Context: an optimization exercise on an open-source flow, tuned for small area and a short achievable clock period. The choices shown serve that exercise and are no tape-out recipe. In this exercise RTL edits were held to simulation tests only and were not proved equivalent to the original. Power and IR drop assume default switching activity.

## indigo
## top
module top(
	input wire clk,
	input wire rst,
	input wire [2:0] left,
	input wire [2:0] right,
	output wire [9:0] tmds_ch0,
	output wire [9:0] tmds_ch1,
	output wire [9:0] tmds_ch2,
	output wire [5:0] leds
);
	assign leds[5:0] = {left, right};
	reg [9:0] x;
	reg [9:0] y;
	always @(posedge clk) begin
		if (rst) begin
			x <= 0;
			y <= 0;
		end else if (x == 10'd799) begin
			x <= 0;
			y <= y == 10'd524 ? 10'd0 : y + 10'd1;
		end else x <= x + 10'd1;
	end
	wire [2:0] cls;
	gol gol(clk, rst, left, right, x, y, cls);
	reg [2:0] cls1;
	localparam [2:0] CK = 3'd0, CW = 3'd1, CG = 3'd2, CL = 3'd3, CR = 3'd4, CX = 3'd7;
	always @(posedge clk) cls1 <= rst ? CX : cls;
	wire x0 = x == 10'd0;
	wire de_p = x >= 10'd1 && x <= 10'd640 && y < 10'd480;
	wire hs_p = !(x >= 10'd657 && x <= 10'd752);
	wire vs_p = !((y == 10'd490 && x >= 10'd657) || y == 10'd491 || y == 10'd492 || (y == 10'd493 && x0));
	reg [2:0] c2;
	reg de2, vs2, hs2;
	always @(posedge clk) begin
		c2 <= cls1;
		de2 <= de_p;
		vs2 <= vs_p;
		hs2 <= hs_p;
	end
	wire rst_c = c2 == CX;
	wire inv_r, inv_g, inv_b;
	tmds_r r_t(clk, rst_c, c2, inv_r);
	tmds_g g_t(clk, rst_c, c2, inv_g);
	tmds_b b_t(clk, rst_c, c2, inv_b);
	reg [8:0] qm_r, qm_g, qm_b;
	always @(*) begin
		case (c2)
			CK: begin qm_r = 9'h100; qm_g = 9'h100; qm_b = 9'h100; end
			CW: begin qm_r = 9'h0ff; qm_g = 9'h0ff; qm_b = 9'h0ff; end
			CG: begin qm_r = 9'h108; qm_g = 9'h1f8; qm_b = 9'h1fe; end
  ...
clock: 14.0 ns
lec_check: 0
cap_margin: 20
core_margin: 2
core_utilization: 60
place_density: 0.8
slew_margin: 20
standard.sh (not shown) runs the stock make flow with config.mk's settings and CLKGATE_MAP_FILE= SYNTH_SCRIPT=/design/flow/synth_recipe.tcl, a recipe that flattens the netlist after the stock synthesis.
==> flow/flow/run.sh <==
#!/bin/bash
# The standard layout (standard.sh: ORFS with the standard flow's synthesis script
# and steps), with these changes:
#  - synthesis maps the logic with flow/abc.script, an area-oriented ABC
#    script, in place of ORFS's abc_speed.script (a copy of ORFS's scripts
#    folder with that one file replaced), and without the adder step
#    (ADDER_MAP_FILE empty), so ABC maps all of the logic. The registers
#    and their names are those of the standard synthesis;
#  - the port buffers are sky130_fd_sc_hd__buf_1 rather than the cell
#    buffer_ports picks by itself (a slow clkdlybuf4s50_1).
#  - clock tree synthesis uses sky130_fd_sc_hd__clkbuf_4 in clusters of at
#    most 10 flip-flops within 40 um, and inserts no dummy loads;
#  - repair_timing aims for 8.2 ns of setup slack (SETUP_SLACK_MARGIN), so
#    it sizes up the few gates and buffers on the longest paths.
# ORFS's own logs are under orfs/logs; make's output is in flow_standard.log.
set -euo pipefail
cd "$(dirname "$0")/.."
rm -rf scripts_abc
cp -r "$FLOW_HOME/scripts" scripts_abc
cp flow/abc.script scripts_abc/abc_speed.script
export BUFFER_PORTS_ARGS="-buffer_cell sky130_fd_sc_hd__buf_1"
export CTS_ARGS="-sink_clustering_enable -repair_clock_nets -sink_clustering_size 10 -sink_clustering_max_diameter 40 -buf_list sky130_fd_sc_hd__clkbuf_4 -dont_use_dummy_load"
bash standard.sh SCRIPTS_DIR="$PWD/scripts_abc" ADDER_MAP_FILE= SETUP_SLACK_MARGIN=8.2 finish > flow_standard.log 2>&1
==> flow/flow/abc.script <==
strash
&get -n
&st
&dch -f
&nf -R 1000
&put
mfs2 -a
strash
&get -n
&st
&dch -f
&nf -R 1000
&put
mfs2 -a
strash
&get -n
&st
&dch -f
&nf -R 1000
&put
mfs2 -a
strash
&get -n
&st
&dch -f
&nf -R 1000
&put
topo
For garnet, these inputs were changed with respect to indigo:
- swapping 0.8 for 0.9 in PLACE_DENSITY
- swapping 60 for 70 in CORE_UTILIZATION
-- flow/flow/run.sh --
<<< indigo, line 11
#  - clock tree synthesis uses sky130_fd_sc_hd__clkbuf_4 in clusters of at
#    most 10 flip-flops within 40 um, and inserts no dummy loads;
>>> garnet, line 11
#  - clock tree synthesis inserts no dummy loads;
Results
garnet completed every stage of the flow, and the final layout passed the timing, DRC and antenna checks.
Diff indigo -> garnet: power density of the placed cells picked up an extra about 0.3%, tapcell count lost about 17%, clock period minus worst slack neither gained nor lost much, post-detailed-routing wire length lost about 1%.
When the final numbers for indigo and garnet were put side by side, the clock-buffer cell count turned out to be greater in garnet.
Summary of garnet over indigo: length of routed wiring on met1 saw a decrease; worst-case setup margin in the final layout saw little to no change; number of rows in the core area saw a decrease.
--- input diff garnet..raven ---
- changing CORE_UTILIZATION from 70 to 60
- changing PLACE_DENSITY from 0.9 to 0.8
-- flow/flow/run.sh --
<<< garnet, line 21
export CTS_ARGS="-sink_clustering_enable -repair_clock_nets -sink_clustering_size 10 -sink_clustering_max_diameter 40 -buf_list sky130_fd_sc_hd__clkbuf_4 -dont_use_dummy_load"
>>> raven, line 21
export CTS_ARGS="-sink_clustering_enable -repair_clock_nets -sink_clustering_size 16 -sink_clustering_max_diameter 60 -buf_list sky130_fd_sc_hd__clkbuf_8 -dont_use_dummy_load"
==> comparison <==
raven vs garnet — starting density of the core dropped 9.7 points. Post-detailed-route via-to-cell ratio came out lower on raven than on garnet. Number of buffers inserted during clock tree synthesis in raven vs garnet: down 12. Across both runs, flip-flop and latch share of the layout cell area was lower for raven than for garnet. Between raven and garnet, the setup slack figures differ only marginally.
The inputs of cedar differ from those of raven as listed below.
-- flow/flow/run.sh --
<<< raven, line 21
export CTS_ARGS="-sink_clustering_enable -repair_clock_nets -sink_clustering_size 16 -sink_clustering_max_diameter 60 -buf_list sky130_fd_sc_hd__clkbuf_8 -dont_use_dummy_load"
>>> cedar, line 21
export CTS_ARGS="-sink_clustering_enable -repair_clock_nets -sink_clustering_size 10 -sink_clustering_max_diameter 40 -buf_list sky130_fd_sc_hd__clkbuf_4 -dont_use_dummy_load"
Diff cedar..raven | register area | negligible. Route | cedar vs raven | wire longer in cedar. Overall track demand over capacity in global routing (lower): raven. The final cycle utilization of the critical path was comparable across cedar and raven. Between raven and cedar, the worst setup slack for register-to-register paths figures differ only marginally. As of cedar, via count had risen slightly compared to raven. Across both runs, non-clock buffer count in the final layout was lower for cedar than for raven.

---

willow:
top, a different RTL version from the one above (not shown whole).
Size: roughly 1400 cells after synthesis, ~200 flip-flops, about 44 I/O pins.
clock: 14.0 ns
lec_check: 0
cap_margin: 20
core_margin: 2
core_utilization: 40
place_density: 0.6
slew_margin: 20
==> flow/flow/run.sh <==
#!/bin/bash
# The standard layout (the standard.sh, unchanged synthesis and steps),
# except that the port buffers are sky130_fd_sc_hd__buf_4 rather than the
# cell buffer_ports picks by itself (a slow clkdlybuf4s50_1).
set -euo pipefail
cd "$(dirname "$0")/.."
export BUFFER_PORTS_ARGS="-buffer_cell sky130_fd_sc_hd__buf_4"
bash standard.sh finish > flow_standard.log 2>&1
Both conditions hold for willow: the flow ran to the end and the final layout passed the timing, DRC and antenna checks.
For umber, these inputs were changed with respect to willow:
==> flow/run.sh (new file) <==
#!/bin/bash
# synth_recipe.tcl (not shown) runs the flow's synth.tcl, then flattens the netlist and writes it again
# the make line also repeats each setting of config.mk as NAME=value (left out here)
make -C /OpenROAD-flow-scripts/flow DESIGN_CONFIG=/design/flow/config.mk WORK_HOME=/design/flow/orfs CLKGATE_MAP_FILE= SYNTH_SCRIPT=/design/flow/synth_recipe.tcl finish
removed: flow/flow/run.sh
removed: flow/standard.sh
Notes after the runs:
umber: all stages complete, timing, DRC and antenna checks passed
| cell area power density | higher: willow |
umber vs. willow: amount of wire on met3 after detailed routing went up; global-route usage over all layers flat; register-to-register slack increased by 0.07 ns relative to the old numbers.

---

Setup of v32:
Another version of the RTL of top (not shown whole).
Size: about 1200 cells after synthesis, about 44 I/O pins, about 10000 sq um of cells after synthesis.
export LEC_CHECK = 0
export CAP_MARGIN = 20
export CORE_MARGIN = 2
export CORE_UTILIZATION = 40
export CTS_BUF_LIST = sky130_fd_sc_hd__clkbuf_8
export CTS_CLUSTER_DIAMETER = 60
export CTS_CLUSTER_SIZE = 16
export PLACE_DENSITY = 0.6
export SLEW_MARGIN = 20
create_clock -name core_clock -period 14.0 [get_ports {clk}]
==> flow/flow/run.sh <==
#!/bin/bash
# The standard layout (standard.sh: ORFS with the standard flow's synthesis script
# and steps), with these changes:
#  - synthesis maps the logic with flow/abc.script, an area-oriented ABC
#    script, in place of ORFS's abc_speed.script (a copy of ORFS's scripts
#    folder with that one file replaced), and without the adder step
#    (ADDER_MAP_FILE empty), so ABC maps all of the logic. The registers
#    and their names are those of the standard synthesis;
#  - the port buffers are sky130_fd_sc_hd__buf_2 rather than the cell
#    buffer_ports picks by itself (a slow clkdlybuf4s50_1).
# ORFS's own logs are under orfs/logs; make's output is in flow_standard.log.
set -euo pipefail
cd "$(dirname "$0")/.."
rm -rf scripts_abc
cp -r "$FLOW_HOME/scripts" scripts_abc
cp flow/abc.script scripts_abc/abc_speed.script
export BUFFER_PORTS_ARGS="-buffer_cell sky130_fd_sc_hd__buf_2"
bash standard.sh SCRIPTS_DIR="$PWD/scripts_abc" ADDER_MAP_FILE= finish > flow_standard.log 2>&1
Scripts as last shown in full above: flow/flow/abc.script
Setup changes, v32 to v6
# v32
export LEC_CHECK = 0
export CAP_MARGIN = 20
export CORE_MARGIN = 2
export CORE_UTILIZATION = 40
export CTS_BUF_LIST = sky130_fd_sc_hd__clkbuf_8
export CTS_CLUSTER_DIAMETER = 60
export CTS_CLUSTER_SIZE = 16
export PLACE_DENSITY = 0.6
export SLEW_MARGIN = 20
create_clock -name core_clock -period 14.0 [get_ports {clk}]
# v6
export LEC_CHECK = 0
export CAP_MARGIN = 20
export CORE_MARGIN = 2
export CORE_UTILIZATION = 60
export PLACE_DENSITY = 0.8
export SLEW_MARGIN = 20
create_clock -name core_clock -period 14.0 [get_ports {clk}]
-- flow/flow/run.sh --
<<< v32, line 9
#  - the port buffers are sky130_fd_sc_hd__buf_2 rather than the cell
>>> v6, line 9
#  - the port buffers are sky130_fd_sc_hd__buf_1 rather than the cell
<<< v32, line 11
>>> v6, line 11
#  - clock tree synthesis inserts no dummy loads;
#  - repair_timing aims for 8.2 ns of setup slack (SETUP_SLACK_MARGIN), so
#    it sizes up the few gates and buffers on the longest paths.
<<< v32, line 17
export BUFFER_PORTS_ARGS="-buffer_cell sky130_fd_sc_hd__buf_2"
bash standard.sh SCRIPTS_DIR="$PWD/scripts_abc" ADDER_MAP_FILE= finish > flow_standard.log 2>&1
>>> v6, line 20
export BUFFER_PORTS_ARGS="-buffer_cell sky130_fd_sc_hd__buf_1"
export CTS_ARGS="-sink_clustering_enable -repair_clock_nets -sink_clustering_size 16 -sink_clustering_max_diameter 60 -buf_list sky130_fd_sc_hd__clkbuf_8 -dont_use_dummy_load"
bash standard.sh SCRIPTS_DIR="$PWD/scripts_abc" ADDER_MAP_FILE= SETUP_SLACK_MARGIN=8.2 finish > flow_standard.log 2>&1
Results
Relative to v32, the die area of v6 is lower by about 33%.
From v32 to v6 the numbers moved as follows: critical path depth in cells now sits lower, relative contribution of the clock network to total power now sits lower, setup slack now sits higher, cell area now sits lower.
Edits applied to the flow inputs when going from v6 to v34:
# v6
export LEC_CHECK = 0
export CAP_MARGIN = 20
export CORE_MARGIN = 2
export CORE_UTILIZATION = 60
export PLACE_DENSITY = 0.8
export SLEW_MARGIN = 20
create_clock -name core_clock -period 14.0 [get_ports {clk}]
# v34
export LEC_CHECK = 0
export CAP_MARGIN = 20
export CORE_MARGIN = 2
export CORE_UTILIZATION = 40
export CTS_BUF_LIST = sky130_fd_sc_hd__clkbuf_8
export CTS_CLUSTER_DIAMETER = 60
export CTS_CLUSTER_SIZE = 16
export PLACE_DENSITY = 0.6
export SLEW_MARGIN = 20
create_clock -name core_clock -period 14.0 [get_ports {clk}]
-- flow/flow/run.sh --
<<< v6, line 9
#  - the port buffers are sky130_fd_sc_hd__buf_1 rather than the cell
>>> v34, line 9
#  - the port buffers are sky130_fd_sc_hd__buf_2 rather than the cell
<<< v6, line 11
#  - clock tree synthesis inserts no dummy loads;
#  - repair_timing aims for 8.2 ns of setup slack (SETUP_SLACK_MARGIN), so
#    it sizes up the few gates and buffers on the longest paths.
>>> v34, line 11
#  - clock tree synthesis inserts no dummy loads.
Notes after the runs:
- Compare v34 and v6 | slew at the pin with the worst max-slew slack higher: v6
- v34 vs v6 — number of vias after detailed routing dropped 2.7%.
- v34 -> v6: buffer depth of the longest clock path delta 0, exact match
- Compared with v6, v34 shows a part of the power in registers that is 1.0 points lower.
- v34 falls short of v6 in wire length of the first global-routing pass.
- Status: area of all sequential standard cells parity (v34, v6)
- On met3 global-route usage, the higher figure sits with v6, not v34.
- Compared with v6, v34 shows a higher die area.
Relative to v34, the following input files were edited for v43:
-- flow/flow/run.sh --
<<< v34, line 9
#  - the port buffers are sky130_fd_sc_hd__buf_2 rather than the cell
>>> v43, line 9
#  - the port buffers are sky130_fd_sc_hd__buf_1 rather than the cell
<<< v34, line 11
#  - clock tree synthesis inserts no dummy loads.
>>> v43, line 11
#  - clock tree synthesis inserts no dummy loads;
#  - repair_timing aims for 8.2 ns of setup slack (SETUP_SLACK_MARGIN), so
#    it sizes up the few gates and buffers on the longest paths.
Findings:
- v43 went all the way through synthesis, placement and routing and the layout is clean on timing, DRC and antenna.
- v43 -> v34: clock-buffer cell count delta 0, exact match
- Going from v34 to v43, final estimated routing congestion in global placement held; post-synthesis instance total held.
- Diff v34 -> v43: cell depth of the worst setup path saw little to no change, internal cell power about even.

-- port drivers added, routing unchanged --
Ports are ideal in the flow. The routed layouts listed here were re-timed in OpenROAD.
Step 1, drivers: a clkbuf_16 drives clk and a buf_2 each remaining input, both assumed.
Step 2 times the ports against the registers' clock, not the clock port: input delays grow and output delays shrink by t, the midpoint of the rising clock arrivals with the driver on.
a / b / c = ideal / step 1 / step 2; a / b = the first two.
run	t (ns)	slack for setup (ns)	latest minus earliest clock arrival (ns)	worst data-port slew with drivers (ns)	pins driven straight from the clock port
indigo	0.689	8.170 / 8.125 / 8.125	0.043 / 0.043	0.07	1
garnet	0.672	8.171 / 8.117 / 8.070	0.067 / 0.067	0.07	1
raven	0.531	8.173 / 8.126 / 8.108	0.055 / 0.054	0.08	1
cedar	0.689	8.170 / 8.125 / 8.125	0.043 / 0.043	0.07	1
willow	0.555	7.016 / 6.964 / 7.519	0.013 / 0.012	0.07	1
umber	0.565	6.531 / 6.478 / 7.029	0.027 / 0.027	0.06	1
v32	0.571	7.999 / 7.956 / 8.004	0.045 / 0.044	0.06	1
v6	0.537	8.190 / 8.135 / 8.135	0.046 / 0.046	0.07	1
v34	0.556	8.183 / 8.119 / 8.119	0.071 / 0.071	0.09	1
v43	0.556	8.183 / 8.119 / 8.119	0.071 / 0.071	0.09	1
After both steps setup and hold are still met in every run listed. For garnet, which loses most, drivers alone change the setup slack by -0.054 ns; drivers and shift together by -0.101 ns.
